This design comes from an exercise in tuning for small area, a short achievable clock period and few clock cycles on the open sky130 flow, not from production work. The RTL was checked by simulation tests, not by an equivalence proof against the original design. No activity file was given, so power comes from the tool's default toggle rates.

<file path="flow/design.v">
module nr_step(
	input [9:0] r, input [9:0] q, input [1:0] p, input neg,
	output [9:0] r_n, output [9:0] q_n
);
wire [9:0] a = r;
wire [9:0] b = {~neg, q[8:1] ^ {8{~neg}}, 1'b0};
wire ci = |p;
wire [9:0] h = a ^ b;
wire [9:0] g0 = (a & b) | {9'd0, h[0] & ci};
wire [9:0] p0 = h;
wire [9:0] g1 = g0 | (p0 & {g0[8:0], 1'b0});
wire [9:0] p1 = p0 & {p0[8:0], 1'b0};
wire [9:0] g2 = g1 | (p1 & {g1[7:0], 2'b0});
wire [9:0] p2 = p1 & {p1[7:0], 2'b0};
wire [9:0] g3 = g2 | (p2 & {g2[5:0], 4'b0});
wire [9:0] p3 = p2 & {p2[5:0], 4'b0};
wire [9:0] g4 = g3 | (p3 & {g3[1:0], 8'b0});
wire [9:0] hi = h ^ {g4[8:0], ci};
assign r_n = {hi[7:0], p - 2'd1};
assign q_n = {q[8:0], ~hi[9]};
endmodule
module rs_cudu_v2(
	input clock, reset,
	input sqrt_start, input [19:0] data_in,
	output sqrt_done, output [9:0] data_out
);
reg [2:0] cnt;		 
reg [9:0] q;		 
reg [9:0] r;		 
reg [1:0] pr;		 
reg neg;		 
reg done;
assign sqrt_done = done;
assign data_out = q;
function [12:0] seed;
	input [5:0] d;
	case (d)
		6'd0: seed = {3'd0, 10'd1023};
		6'd1: seed = {3'd1, 10'd0};
		6'd2: seed = {3'd1, 10'd1};
		6'd3: seed = {3'd1, 10'd2};
		6'd4: seed = {3'd2, 10'd1019};
		6'd5: seed = {3'd2, 10'd1020};
		6'd6: seed = {3'd2, 10'd1021};
		6'd7: seed = {3'd2, 10'd1022};
		6'd8: seed = {3'd2, 10'd1023};
		6'd9: seed = {3'd3, 10'd0};
		6'd10: seed = {3'd3, 10'd1};
		6'd11: seed = {3'd3, 10'd2};
		6'd12: seed = {3'd3, 10'd3};
		6'd13: seed = {3'd3, 10'd4};
		6'd14: seed = {3'd3, 10'd5};
		6'd15: seed = {3'd3, 10'd6};
		6'd16: seed = {3'd4, 10'd1015};
		6'd17: seed = {3'd4, 10'd1016};
		6'd18: seed = {3'd4, 10'd1017};
		6'd19: seed = {3'd4, 10'd1018};
		6'd20: seed = {3'd4, 10'd1019};
		6'd21: seed = {3'd4, 10'd1020};
		6'd22: seed = {3'd4, 10'd1021};
		6'd23: seed = {3'd4, 10'd1022};
		6'd24: seed = {3'd4, 10'd1023};
		6'd25: seed = {3'd5, 10'd0};
		6'd26: seed = {3'd5, 10'd1};
		6'd27: seed = {3'd5, 10'd2};
		6'd28: seed = {3'd5, 10'd3};
		6'd29: seed = {3'd5, 10'd4};
		6'd30: seed = {3'd5, 10'd5};
		6'd31: seed = {3'd5, 10'd6};
		6'd32: seed = {3'd5, 10'd7};
		6'd33: seed = {3'd5, 10'd8};
		6'd34: seed = {3'd5, 10'd9};
		6'd35: seed = {3'd5, 10'd10};
		6'd36: seed = {3'd6, 10'd1011};
		6'd37: seed = {3'd6, 10'd1012};
		6'd38: seed = {3'd6, 10'd1013};
		6'd39: seed = {3'd6, 10'd1014};
		6'd40: seed = {3'd6, 10'd1015};
		6'd41: seed = {3'd6, 10'd1016};
		6'd42: seed = {3'd6, 10'd1017};
		6'd43: seed = {3'd6, 10'd1018};
		6'd44: seed = {3'd6, 10'd1019};
		6'd45: seed = {3'd6, 10'd1020};
		6'd46: seed = {3'd6, 10'd1021};
		6'd47: seed = {3'd6, 10'd1022};
		6'd48: seed = {3'd6, 10'd1023};
		6'd49: seed = {3'd7, 10'd0};
		6'd50: seed = {3'd7, 10'd1};
		6'd51: seed = {3'd7, 10'd2};
		6'd52: seed = {3'd7, 10'd3};
		6'd53: seed = {3'd7, 10'd4};
		6'd54: seed = {3'd7, 10'd5};
		6'd55: seed = {3'd7, 10'd6};
		6'd56: seed = {3'd7, 10'd7};
		6'd57: seed = {3'd7, 10'd8};
		6'd58: seed = {3'd7, 10'd9};
		6'd59: seed = {3'd7, 10'd10};
		6'd60: seed = {3'd7, 10'd11};
		6'd61: seed = {3'd7, 10'd12};
		6'd62: seed = {3'd7, 10'd13};
		6'd63: seed = {3'd7, 10'd14};
	endcase
endfunction
wire [2:0] q0;
wire [9:0] r0;
assign {q0, r0} = seed(data_in[19:14]);
wire [9:0] r_n, q_n;
nr_step s0 (.r(r), .q(q), .p(pr), .neg(neg), .r_n(r_n), .q_n(q_n));
always @(posedge clock, posedge reset)
	if (reset) cnt <= 3'd0;
	else if (sqrt_start) cnt <= 3'd1;
	else if (cnt == 3'd7) cnt <= 3'd0;
	else if (cnt != 3'd0) cnt <= cnt + 3'd1;
always @(posedge clock, posedge reset)
	if (reset) done <= 1'b0;
	else done <= (cnt == 3'd6);
always @(posedge clock) begin
	if (sqrt_start) begin
		q <= {7'd0, q0};
		r <= r0;
		neg <= ~q0[0];
	end else begin
		if (cnt != 3'd0) q <= q_n;
		r <= r_n;
		neg <= ~q_n[0];
	end
	case (cnt)
		3'd0: pr <= data_in[13:12];
		3'd1: pr <= data_in[11:10];
		3'd2: pr <= data_in[9:8];
		3'd3: pr <= data_in[7:6];
		3'd4: pr <= data_in[5:4];
		3'd5: pr <= data_in[3:2];
		default: pr <= data_in[1:0];
	endcase
end
endmodule
</file>
<file path="flow/flow/run.sh">
#!/bin/bash
# The standard layout, with plain buf_1 cells as the port buffers and no
# half/full adder cells (added to the platform's don't-use list), so that
# ABC maps the adders from plain gates.
set -euo pipefail
export BUFFER_PORTS_ARGS="-buffer_cell sky130_fd_sc_hd__buf_1"
DU="sky130_fd_sc_hd__probe_p_8 sky130_fd_sc_hd__probec_p_8 sky130_fd_sc_hd__lpflow_bleeder_1 sky130_fd_sc_hd__lpflow_clkbufkapwr_1 sky130_fd_sc_hd__lpflow_clkbufkapwr_16 sky130_fd_sc_hd__lpflow_clkbufkapwr_2 sky130_fd_sc_hd__lpflow_clkbufkapwr_4 sky130_fd_sc_hd__lpflow_clkbufkapwr_8 sky130_fd_sc_hd__lpflow_clkinvkapwr_1 sky130_fd_sc_hd__lpflow_clkinvkapwr_16 sky130_fd_sc_hd__lpflow_clkinvkapwr_2 sky130_fd_sc_hd__lpflow_clkinvkapwr_4 sky130_fd_sc_hd__lpflow_clkinvkapwr_8 sky130_fd_sc_hd__lpflow_decapkapwr_12 sky130_fd_sc_hd__lpflow_decapkapwr_3 sky130_fd_sc_hd__lpflow_decapkapwr_4 sky130_fd_sc_hd__lpflow_decapkapwr_6 sky130_fd_sc_hd__lpflow_decapkapwr_8 sky130_fd_sc_hd__lpflow_inputiso0n_1 sky130_fd_sc_hd__lpflow_inputiso0p_1 sky130_fd_sc_hd__lpflow_inputiso1n_1 sky130_fd_sc_hd__lpflow_inputiso1p_1 sky130_fd_sc_hd__lpflow_inputisolatch_1 sky130_fd_sc_hd__lpflow_isobufsrc_1 sky130_fd_sc_hd__lpflow_isobufsrc_16 sky130_fd_sc_hd__lpflow_isobufsrc_2 sky130_fd_sc_hd__lpflow_isobufsrc_4 sky130_fd_sc_hd__lpflow_isobufsrc_8 sky130_fd_sc_hd__lpflow_isobufsrckapwr_16 sky130_fd_sc_hd__lpflow_lsbuf_lh_hl_isowell_tap_1 sky130_fd_sc_hd__lpflow_lsbuf_lh_hl_isowell_tap_2 sky130_fd_sc_hd__lpflow_lsbuf_lh_hl_isowell_tap_4 sky130_fd_sc_hd__lpflow_lsbuf_lh_isowell_4 sky130_fd_sc_hd__lpflow_lsbuf_lh_isowell_tap_1 sky130_fd_sc_hd__lpflow_lsbuf_lh_isowell_tap_2 sky130_fd_sc_hd__lpflow_lsbuf_lh_isowell_tap_4 sky130_fd_sc_hd__ha_1 sky130_fd_sc_hd__ha_2 sky130_fd_sc_hd__ha_4 sky130_fd_sc_hd__fa_1 sky130_fd_sc_hd__fa_2 sky130_fd_sc_hd__fa_4"
bash standard.sh "DONT_USE_CELLS=$DU" finish > make_finish.log 2>&1
</file>
<file path="flow/standard.sh">
#!/bin/bash
# synth_recipe.tcl (not shown) runs the flow's synth.tcl, then flattens the netlist and writes it again
# the make line also repeats each setting of config.mk as NAME=value (left out here)
make -C /OpenROAD-flow-scripts/flow DESIGN_CONFIG=/design/flow/config.mk WORK_HOME=/design/flow/orfs CLKGATE_MAP_FILE= SYNTH_SCRIPT=/design/flow/synth_recipe.tcl "${@:-finish}"
</file>
<file path="flow/config.mk">
export PLATFORM = sky130hd
export DESIGN_NAME = rs_cudu_v2
export DESIGN_NICKNAME = rs_cudu_v2
export VERILOG_FILES = /design/flow/design.v
export SDC_FILE = /design/flow/constraint.sdc
export NUM_CORES = 4
export LEC_CHECK = 0
export CAP_MARGIN = 20
export CORE_MARGIN = 2
export CORE_UTILIZATION = 40
export SETUP_SLACK_MARGIN = 2.8
export SLEW_MARGIN = 20
</file>
<file path="flow/constraint.sdc">
create_clock -name core_clock -period 5.0 [get_ports {clock}]
set_input_delay 1.0000 -clock core_clock [delete_from_list [all_inputs] [get_ports {clock}]]
set_output_delay 1.0000 -clock core_clock [all_outputs]
set_load 0.01 [all_outputs]
</file>
==> flow_summary.toml <==
[outcome]
status = "timing/DRC/antenna clean"

[drt]
drc_errors = 0
via_per_inst = 5.108
drt_iter0_markers = 52
routedWlPerCell_um = 12.42
first_pass_iters = 4
ant_nets = 0
vias = 1558
routed_wl_um = 3787

[layout]
finalInstanceArea_um2 = 2059
layout-drive-gt1-share_pct = 11.46
n_fill_cell = 434
finalNetCount = 277
diodes = 0
area_growth_pct = 16.41

[die]
rows = 24
dieHeight_um = 70.51
start_util_pct = 41.20
ios = 34
dieWidth_um = 70.51
die_area_um2 = 4971
fp.coreArea_um2 = 4294

[logic_synthesis]
syn_area_um2 = 1769
synth-seq-cells = 27
yosys_warnings = 1
syn_avg_cell_area_um2 = 7.898
ys_top_cells_by_count = "nand2_1, dfxtp_1, nor2_1, xnor2_1"
postSynthCellCount = 224
async_flop_share_pct = 14.81
synth_top_area_share_pct = 22.63
ys.flop_type = "dfxtp_1"
yosys.area.top_type = "dfxtp_1"
yosys.cell_count.top_type = "nand2_1"
synth_edf_count = 3
syn_nets = 247
synthTopCellsByArea = "dfxtp_1, xnor2_1, nand2_1, dfrtp_1, mux2i_1"
synth_seq_area_share_pct = 33.38
yosysUniqueCellTypes = 41

[hold_path]
min_to = "q[9]"
min_path_type = "reg2reg"
holdPathStages = 2
hp-start = "q[9]"

[sta]
fin_crit_sh_pct = 45.33
fin_setup_tns_ns = 0
worst_pin_slew_ns = 0.9380
finalHoldViolCount = 0
slew_headroom_pct = 36.99
setup_violations = 0
fin_skew_ns = 0.009641
maxSlewViolCount = 0
rsz0062_at_grt = "yes"
max_freq_ghz = 0.4412
period_needed_ns = 2.267

[clock_network]
cts.sinks = 27
cts_root_buf = "clkbuf_8"
hold_buffers = 0
cts_buffers = 3
worstSkewPairLatency_ns = 0.28
clock_path_buffers = 2
clk_pin_slew_ns = 0.10
cts_max_level = 1
cts_tree = "built"

[run]
cap_violations = 0

[placed_design]
dp_hpwl_um = 2594
port_buffers = 33
place.gp.congestion = 0.7583
place_area_um2 = 1891

[setup_path]
cp-end-kind = "flop"
reg2reg_to = "q[0]"
critPathMaxFanout = 2
rrSetupSlack_ns = 2.73
crit_arrival_ns = 2.30
r2r_start = "q[1]"
cp.required_ns = 5.03
critPathKind = "reg2reg"
reg2reg_depth = 8
startpoint_type = "flop"

[power]
switchingPower_uw = 502.4
internal-power_uw = 724.5
pwr-share-seq_pct = 30.8
power_density_nw_per_um2 = 595.8
share_comb_of_total_power_pct = 58.8
p_leak_nw = 0.7881
swShare_pct = 40.95
power.share.clock_pct = 10.4
max-vdd-ir-drop_mv = 0.3019

[grt]
grt_pass1_wl_um = 6575
grt_pass1_vias = 1487
gr-total-overflow = 0
grt_start_max_net_pins = 32
antenna_found_initial = 0
grt_use_total_pct = 16.01
-- logic make-up (layout without fill, tap and decap cells) --
group,after synthesis,after routing,synth area share [%]
flip-flops,27,27,33.38
AO/OA/AOI/OAI,59,59,20.72
multiplexers,11,11,7.001
XOR/XNOR,29,29,15.13
buffers and inverters,26,55,5.729
AND/OR/NAND/NOR,70,70,16.76
adder cells (fa/ha/maj),2,2,1.273
-- critical path: stages (launching register included) --
cell and delay [ns]:
edfxtp_1 0.44, xnor2_2 0.16, maj3_2 0.31, maj3_2 0.29, a222oi_1 0.27, buf_4 0.17
o2bb2ai_2 0.07, xnor2_2 0.14, o21a_1 0.17
-- timing repair --
| item | in CTS | in global routing |
|---|---|---|
| pin swaps | 5 | 3 |
| setup endpoints to repair | 7 | 5 |
| cloned | 0 | 0 |
| setup buffers | 7 | 3 |
| resized for setup | 6 | 8 |
-- layout make-up --
type                            instances  area, µm²  share of cell area [%]
Timing Repair Buffer                   44      206.4                   10.02
Clock buffer                            3      41.29                   2.005
Clock inverter                          1      6.256                  0.3038
Sequential cell                        27      596.8                   28.98
Multi-Input combinational cell        171       1117                   54.25
Tap cell                               52      65.06                   3.159
Inverter                                7      26.28                   1.276
-- power by group through the flow --
stage	clock, mW	sequential [mW]	combinational [mW]
floorplan	0	0.329	0.526
global placement	0	0.404	0.541
detailed placement	0	0.405	0.542
CTS	0.132	0.374	0.654
global route	0.139	0.392	0.803
finish	0.128	0.378	0.721
-- through the flow --
step | worst slack [ns] | util (%) | power, mW | std cells | hold WS, ns
2_1_floorplan | 2.631 | - | 0.8544 | 224 | 0.4612
3_3_place_gp | 1.966 | 44.03 | 0.9452 | 291 | 0.4383
3_5_place_dp | 1.890 | 44.03 | 0.9470 | 291 | 0.4420
4_1_cts | 2.696 | 46.77 | 1.161 | 302 | 0.4568
5_1_grt | 2.623 | 47.96 | 1.335 | 305 | 0.5101
6_report | 2.733 | 47.96 | 1.227 | 305 | 0.4567
-- state kept, by name, summed over array words and instances, names as in the netlist --
| name | count |
|---|---|
| neg | 1 |
| cnt | 3 |
| q | 10 |
| r | 10 |
| pr | 2 |
| done | 1 |
-- metal layers --
metal	vias to the layer above	GRT usage (%)	part of all wire, %	wire length [µm]
li1	828	-	-	-
met1	694	21.41	49	1871
met2	32	27.25	47	1767
met3	4	1.443	2.9	110
met4	0	5.128	1.0	38
met5	-	0	0	0
-- worst max-delay path by stage --
stage,start,end,slack [ns],cells after the start
after global placement,neg,q[0],1.97,7
after global routing,q[1],q[0],2.62,8
after floorplan,q[1],q[0],2.63,7
final,q[1],q[0],2.73,8
after detailed placement,neg,q[0],1.89,7
after CTS,q[1],q[0],2.70,8
-- layout by cell type (no fill, tap or decap), types with 5 or more instances in the layout --
| cell type | synthesis | final |
|---|---|---|
| nand2b_1 | 5 | 5 |
| nand2_1 | 32 | 32 |
| mux2i_1 | 9 | 9 |
| buf_1 | 0 | 33 |
| buf_4 | 1 | 11 |
| o21ai_0 | 18 | 15 |
| dfxtp_1 | 20 | 17 |
| xor2_1 | 9 | 9 |
| nor2_1 | 20 | 20 |
| a21oi_1 | 16 | 16 |
| inv_1 | 7 | 7 |
| xnor2_1 | 19 | 17 |
| o21ai_1 | 2 | 5 |
Testbench counts, summed over its fixed seeds: cycles 32,008.

[what the ideal ports hide]
The flow's constraints put no driver on any port. The routed layout listed below was extracted and timed again, unchanged, in two steps.
Step 1 sets driving cells, clkbuf_16 on the clock port and buf_2 on the other inputs (assumed; they add their load-dependent delay and slew).
Step 2, shift: input delay + t, output delay - t, t = (earliest + latest rising clock arrival at the registers) / 2. This alone moves slack from input paths to output paths.
Slacks: ideal / step 1 / step 2; pairs: ideal / step 1.
shift t [ns]: 0.295
setup WS [ns]: 2.733 / 2.733 / 2.733
worst hold slack (ns): 0.457 / 0.457 / 0.457
worst setup path after step 2: input to register
After both steps this run still meets setup and hold. For this run, drivers alone change the setup slack by 0.000 ns; drivers and shift together by 0.000 ns.
